Source: an optimization exercise on an open RTL-to-GDS flow (aim: small area). Production flows keep margins and buffers that such runs may drop. In this exercise RTL edits were held to simulation tests only and were not proved equivalent to the original.

==> 06-05: inputs <==
// sine_wave_wrapper
module sine_wave_wrapper(
	input         Clk,
	input         ResetN,
	input         ChipSelect,
	input         Write,
	input         Read,
	input  [1:0]  Address,
	input  [31:0] WriteData,
	output [31:0] ReadData,
	output [9:0]  oData_sin,
	output        irq
);
==> flow/config.mk <==
export PLATFORM = sky130hd
export DESIGN_NAME = sine_wave_wrapper
export DESIGN_NICKNAME = sine_wave_wrapper
export VERILOG_FILES = /design/flow/design.v
export SDC_FILE = /design/flow/constraint.sdc
export NUM_CORES = 4
export LEC_CHECK = 0
export CAP_MARGIN = 20
export CORE_MARGIN = 2
export CORE_UTILIZATION = 40
export SLEW_MARGIN = 20
==> flow/constraint.sdc <==
create_clock -name core_clock -period 10.0 [get_ports {Clk}]
set_input_delay 2.0000 -clock core_clock [delete_from_list [all_inputs] [get_ports {Clk}]]
set_output_delay 2.0000 -clock core_clock [all_outputs]
set_load 0.01 [all_outputs]
standard.sh (not shown) runs the stock make flow with config.mk's settings and CLKGATE_MAP_FILE= SYNTH_SCRIPT=/design/flow/synth_recipe.tcl, a recipe that flattens the netlist after the stock synthesis.
==> flow/flow/run.sh <==
#!/bin/bash
# Layout flow: the standard flow (standard.sh) with these changes.
#  * Synthesis runs the standard flow's synthesis script unchanged, but ABC maps the logic
#    with an area-oriented script (flow/abc_area.script).
#    Half adders are kept out of synthesis (ha_1 is barred there), so Yosys
#    extracts only full adders (the phase accumulator's ripple chain) and ABC
#    maps everything else.
#    Registers are mapped by the same dfflibmap step as in the standard flow.
#  * Layout settings passed to standard.sh below:
#    - the buffers synthesis leaves are removed at floorplan
#      (REMOVE_ABC_BUFFERS) and constant outputs share one tie cell
#      (SKIP_REPAIR_TIE_FANOUT);
#    - global placement is not timing-driven, and timing repair keeps a
#      0.3 ns setup margin (SETUP_SLACK_MARGIN);
#    - clock tree synthesis inserts no dummy loads;
#    - every port is buffered, with sky130_fd_sc_hd__buf_1.
# Each step's output goes to a log file of its own in this folder; ORFS's own
# per-step logs are under orfs/logs.
set -euo pipefail
W=$PWD
rm -rf "$W/scripts_area"
cp -r "$FLOW_HOME/scripts" "$W/scripts_area"
cp "$W/flow/abc_area.script" "$W/scripts_area/abc_area.script"
bash standard.sh SCRIPTS_DIR="$W/scripts_area" ABC_AREA=1 ADDER_MAP_FILE=$FLOW_HOME/platforms/sky130hd/cells_adders_hd.v "DONT_USE_CELLS=sky130_fd_sc_hd__probe_p_8 sky130_fd_sc_hd__probec_p_8 sky130_fd_sc_hd__lpflow_bleeder_1 sky130_fd_sc_hd__lpflow_clkbufkapwr_1 sky130_fd_sc_hd__lpflow_clkbufkapwr_16 sky130_fd_sc_hd__lpflow_clkbufkapwr_2 sky130_fd_sc_hd__lpflow_clkbufkapwr_4 sky130_fd_sc_hd__lpflow_clkbufkapwr_8 sky130_fd_sc_hd__lpflow_clkinvkapwr_1 sky130_fd_sc_hd__lpflow_clkinvkapwr_16 sky130_fd_sc_hd__lpflow_clkinvkapwr_2 sky130_fd_sc_hd__lpflow_clkinvkapwr_4 sky130_fd_sc_hd__lpflow_clkinvkapwr_8 sky130_fd_sc_hd__lpflow_decapkapwr_12 sky130_fd_sc_hd__lpflow_decapkapwr_3 sky130_fd_sc_hd__lpflow_decapkapwr_4 sky130_fd_sc_hd__lpflow_decapkapwr_6 sky130_fd_sc_hd__lpflow_decapkapwr_8 sky130_fd_sc_hd__lpflow_inputiso0n_1 sky130_fd_sc_hd__lpflow_inputiso0p_1 sky130_fd_sc_hd__lpflow_inputiso1n_1 sky130_fd_sc_hd__lpflow_inputiso1p_1 sky130_fd_sc_hd__lpflow_inputisolatch_1 sky130_fd_sc_hd__lpflow_isobufsrc_1 sky130_fd_sc_hd__lpflow_isobufsrc_16 sky130_fd_sc_hd__lpflow_isobufsrc_2 sky130_fd_sc_hd__lpflow_isobufsrc_4 sky130_fd_sc_hd__lpflow_isobufsrc_8 sky130_fd_sc_hd__lpflow_isobufsrckapwr_16 sky130_fd_sc_hd__lpflow_lsbuf_lh_hl_isowell_tap_1 sky130_fd_sc_hd__lpflow_lsbuf_lh_hl_isowell_tap_2 sky130_fd_sc_hd__lpflow_lsbuf_lh_hl_isowell_tap_4 sky130_fd_sc_hd__lpflow_lsbuf_lh_isowell_4 sky130_fd_sc_hd__lpflow_lsbuf_lh_isowell_tap_1 sky130_fd_sc_hd__lpflow_lsbuf_lh_isowell_tap_2 sky130_fd_sc_hd__lpflow_lsbuf_lh_isowell_tap_4 sky130_fd_sc_hd__ha_1" synth > "$W/synth.log" 2>&1
bash standard.sh \
  REMOVE_ABC_BUFFERS=1 SKIP_REPAIR_TIE_FANOUT=1 SLEW_MARGIN=0 CAP_MARGIN=0 GPL_TIMING_DRIVEN=0 SETUP_SLACK_MARGIN=0.3 "CTS_ARGS=-sink_clustering_enable -repair_clock_nets -dont_use_dummy_load" \
  "BUFFER_PORTS_ARGS=-buffer_cell sky130_fd_sc_hd__buf_1" \
  finish > "$W/layout.log" 2>&1
Other scripts of this flow, unchanged in this note and not shown: flow/flow/abc_area.script
==> inputs of 03-28, as changes to 06-05 <==
--- a/flow/flow/run.sh
+++ b/flow/flow/run.sh
@@ -25,3 +25,3 @@
 bash standard.sh \
-  REMOVE_ABC_BUFFERS=1 SKIP_REPAIR_TIE_FANOUT=1 SLEW_MARGIN=0 CAP_MARGIN=0 GPL_TIMING_DRIVEN=0 SETUP_SLACK_MARGIN=0.3 "CTS_ARGS=-sink_clustering_enable -repair_clock_nets -dont_use_dummy_load" \
+  REMOVE_ABC_BUFFERS=1 SKIP_REPAIR_TIE_FANOUT=1 SLEW_MARGIN=0 CAP_MARGIN=0 GPL_TIMING_DRIVEN=0 SETUP_SLACK_MARGIN=0.3 "CTS_ARGS=-sink_clustering_enable -repair_clock_nets -dont_use_dummy_load -buf_list sky130_fd_sc_hd__clkbuf_2 sky130_fd_sc_hd__clkbuf_4 sky130_fd_sc_hd__clkbuf_8" \
   "BUFFER_PORTS_ARGS=-buffer_cell sky130_fd_sc_hd__buf_1" \
==> inputs of 08-20, as changes to 06-05 <==
--- a/flow/flow/run.sh
+++ b/flow/flow/run.sh
@@ -25,3 +25,3 @@
 bash standard.sh \
-  REMOVE_ABC_BUFFERS=1 SKIP_REPAIR_TIE_FANOUT=1 SLEW_MARGIN=0 CAP_MARGIN=0 GPL_TIMING_DRIVEN=0 SETUP_SLACK_MARGIN=0.3 "CTS_ARGS=-sink_clustering_enable -repair_clock_nets -dont_use_dummy_load" \
+  REMOVE_ABC_BUFFERS=1 SKIP_REPAIR_TIE_FANOUT=1 SLEW_MARGIN=0 CAP_MARGIN=0 GPL_TIMING_DRIVEN=0 SETUP_SLACK_MARGIN=0.3 "CTS_ARGS=-repair_clock_nets -dont_use_dummy_load" \
   "BUFFER_PORTS_ARGS=-buffer_cell sky130_fd_sc_hd__buf_1" \
==> run_results.csv <==
group,metric,value,unit
worst_hold_path,hp-class,"reg2reg",
final_layout,multi_input_area,0.001695,sq mm
worst_setup_path,endpoint_kind,"output pin",
worst_setup_path,arrival,6.91,ns
detailed_routing,routed_wl,8420,um
detailed_routing,viasPerCell,6.217,
detailed_routing,initialDrtViolationCount,470,
final_layout,layout.cells.non_filler,448,
final_layout,area_growth,3.980,%
global_route,grt_use_met1,0.3220,
timing,finalCritPeriodShare,0.8910,
timing,tightestPinTransition,1.129,ns
timing,report.final.setup_viol,0,
status,status,"no timing/DRC/antenna violations",
The numbers above come from 06-05.

==> run_results.csv <==
group,metric,value,unit
yosys,synthArstFlopShare,1.000,
status,status,"did not finish",
placed_design,dpl_cell_area,0.002840,sq mm
yosys,syn_inst,342,
yosys,synth_ff_type,"dfrtp_1",
yosys,yosys-top-cells-count,"45 x nand2_1, 43 x nor2_1, 34 x dfrtp_1",
status,stop_stage,"clock tree synthesis (4_1_cts)",
yosys,netlist.area_leader.share,0.3041,
die,std_cell_rows,30,
status,firstError,"[ERROR STA-0564] clock_tree_synthesis positional arguments not supported.",
yosys,synth_top_family_by_area,"simple AND/OR/NAND/NOR gates",
yosys,synth_mux_area_frac,0.04025,
The numbers above come from 03-28.

==> run_results.csv <==
group,metric,value,unit
worst_hold_path,hp-class,"reg2reg",
worst_setup_path,arrival,6.91,ns
timing,tightestPinTransition,1.129,ns
final_layout,layout.cells.non_filler,448,
final_layout,multi_input_area,0.001695,sq mm
timing,finalCritPeriodShare,0.8910,
worst_setup_path,endpoint_kind,"output pin",
global_route,grt_pass1_wl,13460,um
final_layout,area_growth,3.980,%
detailed_routing,initialDrtViolationCount,470,
timing,report.final.setup_viol,0,
detailed_routing,viasPerCell,6.217,
global_route,grt_use_met1,0.3220,
status,status,"no timing/DRC/antenna violations",
The numbers above come from 08-20.

what the ideal ports hide:
How much do the figures lean on ideal ports? The routed layouts below were timed once more, with nothing changed but the port constraints. Step 1 (the two cells are an assumption about what drives the block):
set clk [get_ports {Clk}]
set_driving_cell -lib_cell sky130_fd_sc_hd__clkbuf_16 $clk
set_driving_cell -lib_cell sky130_fd_sc_hd__buf_2 [delete_from_list [all_inputs] $clk]
Step 2, shift: input delay + t, output delay - t, t = (earliest + latest rising clock arrival at the registers) / 2. This alone moves slack from input paths to output paths. a / b / c = no drivers / after step 1 / after step 2; a / b = the first two.
| run | shift t [ns] | setup slack, ns | worst setup path after step 2 | cell pins on the clock port's net |
|---|---|---|---|---|
| 06-05 | 0.308 | 1.090 / 1.063 / 1.371 | register to output | 1 |
| 08-20 | 0.308 | 1.090 / 1.063 / 1.371 | register to output | 1 |
After both steps every run listed still meets setup and hold.
